Context: an optimization exercise on an open-source flow, tuned for small area, a short achievable clock period and few clock cycles per item. The choices shown serve that exercise and are no tape-out recipe.
RTL that was checked went through simulation tests only; none was proved equivalent to the original.
Power figures rest on the tool's default switching activity, not on a simulated workload.

==> inputs of run a <==
Design systolic_pq, start of the top module:
module systolic_pq #(parameter KW=16, VW=16, N=16) (
  input logic clk, rst, ivalid,
  input logic [KW+VW-1:0] idata,
  output logic irdy,
  output logic ovalid,
  output logic [KW+VW-1:0] odata,
  input logic ordy
  );
==> module systolic_pq_sort3, before the edit <==
module systolic_pq_sort3 #(parameter KW=16) (
    input logic [KW-1:0] a, b,
    output logic gt);
  localparam int L = $clog2(KW);
  logic [L:0][KW-1:0] g, ge;
  assign g[0]  = a & ~b;
  assign ge[0] = a | ~b;
  genvar l, j;
  generate
    for (l = 1; l <= L; l = l + 1) begin : G_LVL
      for (j = 0; j < (KW >> l); j = j + 1) begin : G_NODE
        assign g[l][j]  = g[l-1][2*j+1] | (ge[l-1][2*j+1] & g[l-1][2*j]);
        assign ge[l][j] = g[l-1][2*j+1] | (ge[l-1][2*j+1] & ge[l-1][2*j]);
      end
      if ((KW >> l) < KW) begin : G_PAD
        assign g[l][KW-1:(KW >> l)] = '0;
        assign ge[l][KW-1:(KW >> l)] = '0;
      end
    end
  endgenerate
  assign gt = g[L][0];
endmodule
==> module systolic_pq, before the edit <==
module systolic_pq #(parameter KW=16, VW=16, N=16) (
  input logic clk, rst, ivalid,
  input logic [KW+VW-1:0] idata,
  output logic irdy,
  output logic ovalid,
  output logic [KW+VW-1:0] odata,
  input logic ordy
  );
  localparam int W = KW + VW;
  logic [W-1:0] e [0:N-1];    
  logic [N-1:0] v;            
  logic [N:0]   gt;           
  assign odata  = e[0];
  assign ovalid = v[0];
  assign irdy   = !v[N-1];
  logic ins, ext;
  assign ins = ivalid && irdy;
  assign ext = ordy && ovalid;
  logic ins_only, ext_only, both, idle;
  assign ins_only = ins && !ext;
  assign ext_only = ext && !ins;
  assign both     = ins && ext;
  assign idle     = !ins && !ext;
  genvar i;
  generate
    for (i = 0; i < N; i = i + 1) begin : G_CMP
      logic kgt;
      systolic_pq_sort3 #(.KW(KW)) U_CMP (.a(e[i][W-1:VW]), .b(idata[W-1:VW]), .gt(kgt));
      assign gt[i] = !v[i] || kgt;
    end
  endgenerate
  assign gt[N] = 1'b1;
  generate
    for (i = 0; i < N; i = i + 1) begin : G_ENT
      logic [W-1:0] lo, hi;    
      logic gtl;               
      logic s_hold, s_lo, s_hi, s_new;
      if (i == 0) begin : G_FIRST
        assign lo = idata;
        assign gtl = 1'b0;
      end else begin : G_MID
        assign lo = e[i-1];
        assign gtl = gt[i-1];
      end
      if (i == N-1) begin : G_LAST
        assign hi = e[i];
      end else begin : G_UP
        assign hi = e[i+1];
      end
      logic p_below, p_just, p_at, p_above;
      assign p_below = !gt[i+1];
      assign p_just  = gt[i+1] && !gt[i];
      assign p_at    = gt[i] && !gtl;
      assign p_above = gtl;
      assign s_hi   = ext_only || (both && p_below);
      assign s_new  = (ins_only && p_at) || (both && (p_just || (i == 0 && p_at)));
      assign s_lo   = ins_only && p_above;
      assign s_hold = idle || (ins_only && (p_below || p_just)) ||
                      (both && (p_above || (i != 0 && p_at)));
      always_ff @(posedge clk)
        e[i] <= ({W{s_hold}} & e[i]) | ({W{s_lo}} & lo) |
                ({W{s_hi}} & hi) | ({W{s_new}} & idata);
    end
  endgenerate
  always_ff @(posedge clk) begin
    if (rst)
      v <= '0;
    else if (ins && !ext)
      v <= {v[N-2:0], 1'b1};
    else if (ext && !ins)
      v <= {1'b0, v[N-1:1]};
  end
endmodule
clock: 4.5 ns
lec_check: 0
cap_margin: 20
core_margin: 2
core_utilization: 35
place_density: 0.6
setup_slack_margin: 2.0
slew_margin: 20
standard.sh (not shown) runs the stock make flow with config.mk's settings and CLKGATE_MAP_FILE= SYNTH_SCRIPT=/design/flow/synth_recipe.tcl, a recipe that flattens the netlist after the stock synthesis.
==> flow/flow/run.sh <==
#!/bin/bash
# Own flow: the standard layout, with a synthesis whose ABC mapping aims at
# delay (flow/abc_fast.script, delay target MY_ABC_D ps) instead of ORFS's
# area-recovering script. Registers, their names and cells are unchanged.
set -euo pipefail
W=$PWD
export MY_ABC_SCRIPT=$W/flow/abc_fast.script
export MY_ABC_D=${MY_ABC_D:-1000}
cat flow/abc_hook.tcl synth_recipe.tcl > my_synth.tcl
sed "s#SYNTH_SCRIPT=[^ ]*synth_recipe.tcl#SYNTH_SCRIPT=$W/my_synth.tcl#" standard.sh > my_standard.sh
grep -q "SYNTH_SCRIPT=$W/my_synth.tcl" my_standard.sh
bash my_standard.sh synth > synth.log 2>&1
grep -q "flow abc:" orfs/logs/*/systolic_pq/base/1_2_yosys.log
bash standard.sh > layout.log 2>&1
==> flow/flow/abc_fast.script <==
strash
dch
balance
map {D}
topo
buffer
upsize {D}
dnsize {D}
stime -p
==> flow/flow/abc_hook.tcl <==
# Run Yosys's abc with this flow's ABC script and delay target in place of
# ORFS's; everything else in the synthesis is the standard one.
proc abc {args} {
  set i [lsearch -exact $args -script]
  if {$i >= 0} { lset args [expr {$i + 1}] $::env(MY_ABC_SCRIPT) }
  set j [lsearch -exact $args -D]
  if {$j >= 0} { lset args [expr {$j + 1}] $::env(MY_ABC_D) } else { lappend args -D $::env(MY_ABC_D) }
  puts "flow abc: $args"
  yosys abc {*}$args
}
==> inputs of run b, as changes to run a <==
--- a/flow/design.v
+++ b/flow/design.v
@@ -3,17 +3,17 @@
     output logic gt);
   localparam int L = $clog2(KW);
-  logic [L:0][KW-1:0] g, ge;
-  assign g[0]  = a & ~b;
-  assign ge[0] = a | ~b;
+  logic [L:0][KW-1:0] g, q;
+  assign g[0] = a & ~b;
+  assign q[0] = ~(a ^ b);
   genvar l, j;
   generate
     for (l = 1; l <= L; l = l + 1) begin : G_LVL
       for (j = 0; j < (KW >> l); j = j + 1) begin : G_NODE
-        assign g[l][j]  = g[l-1][2*j+1] | (ge[l-1][2*j+1] & g[l-1][2*j]);
-        assign ge[l][j] = g[l-1][2*j+1] | (ge[l-1][2*j+1] & ge[l-1][2*j]);
+        assign g[l][j] = g[l-1][2*j+1] | (q[l-1][2*j+1] & g[l-1][2*j]);
+        assign q[l][j] = q[l-1][2*j+1] & q[l-1][2*j];
       end
       if ((KW >> l) < KW) begin : G_PAD
         assign g[l][KW-1:(KW >> l)] = '0;
-        assign ge[l][KW-1:(KW >> l)] = '0;
+        assign q[l][KW-1:(KW >> l)] = '0;
       end
     end
@@ -39,9 +39,4 @@
   assign ins = ivalid && irdy;
   assign ext = ordy && ovalid;
-  logic ins_only, ext_only, both, idle;
-  assign ins_only = ins && !ext;
-  assign ext_only = ext && !ins;
-  assign both     = ins && ext;
-  assign idle     = !ins && !ext;
   genvar i;
   generate
@@ -70,14 +65,20 @@
         assign hi = e[i+1];
       end
-      logic p_below, p_just, p_at, p_above;
-      assign p_below = !gt[i+1];
-      assign p_just  = gt[i+1] && !gt[i];
-      assign p_at    = gt[i] && !gtl;
-      assign p_above = gtl;
-      assign s_hi   = ext_only || (both && p_below);
-      assign s_new  = (ins_only && p_at) || (both && (p_just || (i == 0 && p_at)));
-      assign s_lo   = ins_only && p_above;
-      assign s_hold = idle || (ins_only && (p_below || p_just)) ||
-                      (both && (p_above || (i != 0 && p_at)));
+      always_comb begin
+        s_hold = 1'b0; s_lo = 1'b0; s_hi = 1'b0; s_new = 1'b0;
+        if (ins && ext) begin
+          if (!gt[i+1])               s_hi = 1'b1;
+          else if (i == 0 || !gt[i])  s_new = 1'b1;
+          else                        s_hold = 1'b1;
+        end else if (ins) begin
+          if (!gt[i])      s_hold = 1'b1;
+          else if (gtl)    s_lo = 1'b1;
+          else             s_new = 1'b1;
+        end else if (ext) begin
+          s_hi = 1'b1;
+        end else begin
+          s_hold = 1'b1;
+        end
+      end
       always_ff @(posedge clk)
         e[i] <= ({W{s_hold}} & e[i]) | ({W{s_lo}} & lo) |
==> flow/run.sh (new file) <==
#!/bin/bash
# synth_recipe.tcl (not shown) runs the flow's synth.tcl, then flattens the netlist and writes it again
# the make line also repeats each setting of config.mk as NAME=value (left out here)
make -C /OpenROAD-flow-scripts/flow DESIGN_CONFIG=/design/flow/config.mk WORK_HOME=/design/flow/orfs CLKGATE_MAP_FILE= SYNTH_SCRIPT=/design/flow/synth_recipe.tcl finish
- CORE_UTILIZATION: 35 -> 55
- PLACE_DENSITY: 0.6 -> 0.7
- SETUP_SLACK_MARGIN: 2.0 -> 2.2
removed: flow/flow/run.sh
removed: flow/flow/abc_fast.script
removed: flow/flow/abc_hook.tcl
removed: flow/standard.sh
==> flow_metrics.py <==
metrics = {
    "run_status": {
        "status": "complete, no violations",
    },
    "power_and_ir_drop": {
        "pwr-share-clk_pct": 21.3,
    },
    "grt": {
        "global_route.usage.met1_pct": 37.1,
        "grt_antenna_before_repair": 2,
    },
    "worst_setup_path": {
        "worst-r2r-setup-slack_ns": 2.06,
        "worstPathCellList": "buf_8, clkinvlp_4, buf_12, buf_12, buf_8, o22ai_4, o21ai_2, nand4_1, o211ai_1, buf_4, nand2_8, buf_12, nand4_1, nand2_1, nand4_1, buf_6, buf_8, nand2_1, nand4_1",
    },
    "yosys": {
        "ys_seq_area_share_pct": 36.7,
    },
    "layout": {
        "highest_count_cells_in_the_layout_ignoring_fill_and_taps": "739 x sky130_fd_sc_hd__nand2_1, 515 x sky130_fd_sc_hd__dfxtp_1, 417 x sky130_fd_sc_hd__nand3_1",
        "regArea_um2": 10600,
        "mostFrequentLayoutCell": "sky130_fd_sc_hd__nand2_1",
    },
    "routing": {
        "detailedRoute.firstIterationViolations": 4464,
    },
}
[end of results for run a]
==> flow_metrics.py <==
metrics = {
    "grt": {
        "global_route.usage.met1_pct": 48.2,
        "grt_antenna_before_repair": 1,
    },
    "layout": {
        "mostFrequentLayoutCell": "sky130_fd_sc_hd__dfxtp_1",
        "highest_count_cells_in_the_layout_ignoring_fill_and_taps": "508 x sky130_fd_sc_hd__dfxtp_1, 404 x sky130_fd_sc_hd__nand2_1, 294 x sky130_fd_sc_hd__a221o_1",
    },
    "run_status": {
        "status": "complete, no violations",
    },
    "worst_setup_path": {
        "worst-r2r-setup-slack_ns": 1.45,
    },
    "yosys": {
        "ys_seq_area_share_pct": 38.1,
    },
}
[end of results for run b]
Testbench counts of run a, summed over its fixed seeds: cycles 32,000, ops 32,000.
No functional check of the RTL was part of run b.

-- afterwards: timing with drivers on the ports --
No port has a modelled driver above. Below, the same layouts with a new extraction and two added sets of constraints. Step 1 sets driving cells, clkbuf_16 on the clock port and buf_2 on the other inputs (assumed; they add their load-dependent delay and slew). Step 2 also shifts input and output timing later by t, the mid clock arrival at the registers, as if the neighbouring blocks saw the same clock. a / b / c = ideal / step 1 / step 2; a / b = the first two.
run	shift t [ns]	slack for setup (ns)	worst setup path after step 2
run a	0.716	1.905 / 1.915 / 1.200	input to register
run b	0.714	1.384 / 1.394 / 0.681	input to register
After both steps every run listed still meets setup and hold. For run a, which loses most, drivers alone change the setup slack by +0.010 ns; drivers and shift together by -0.705 ns.
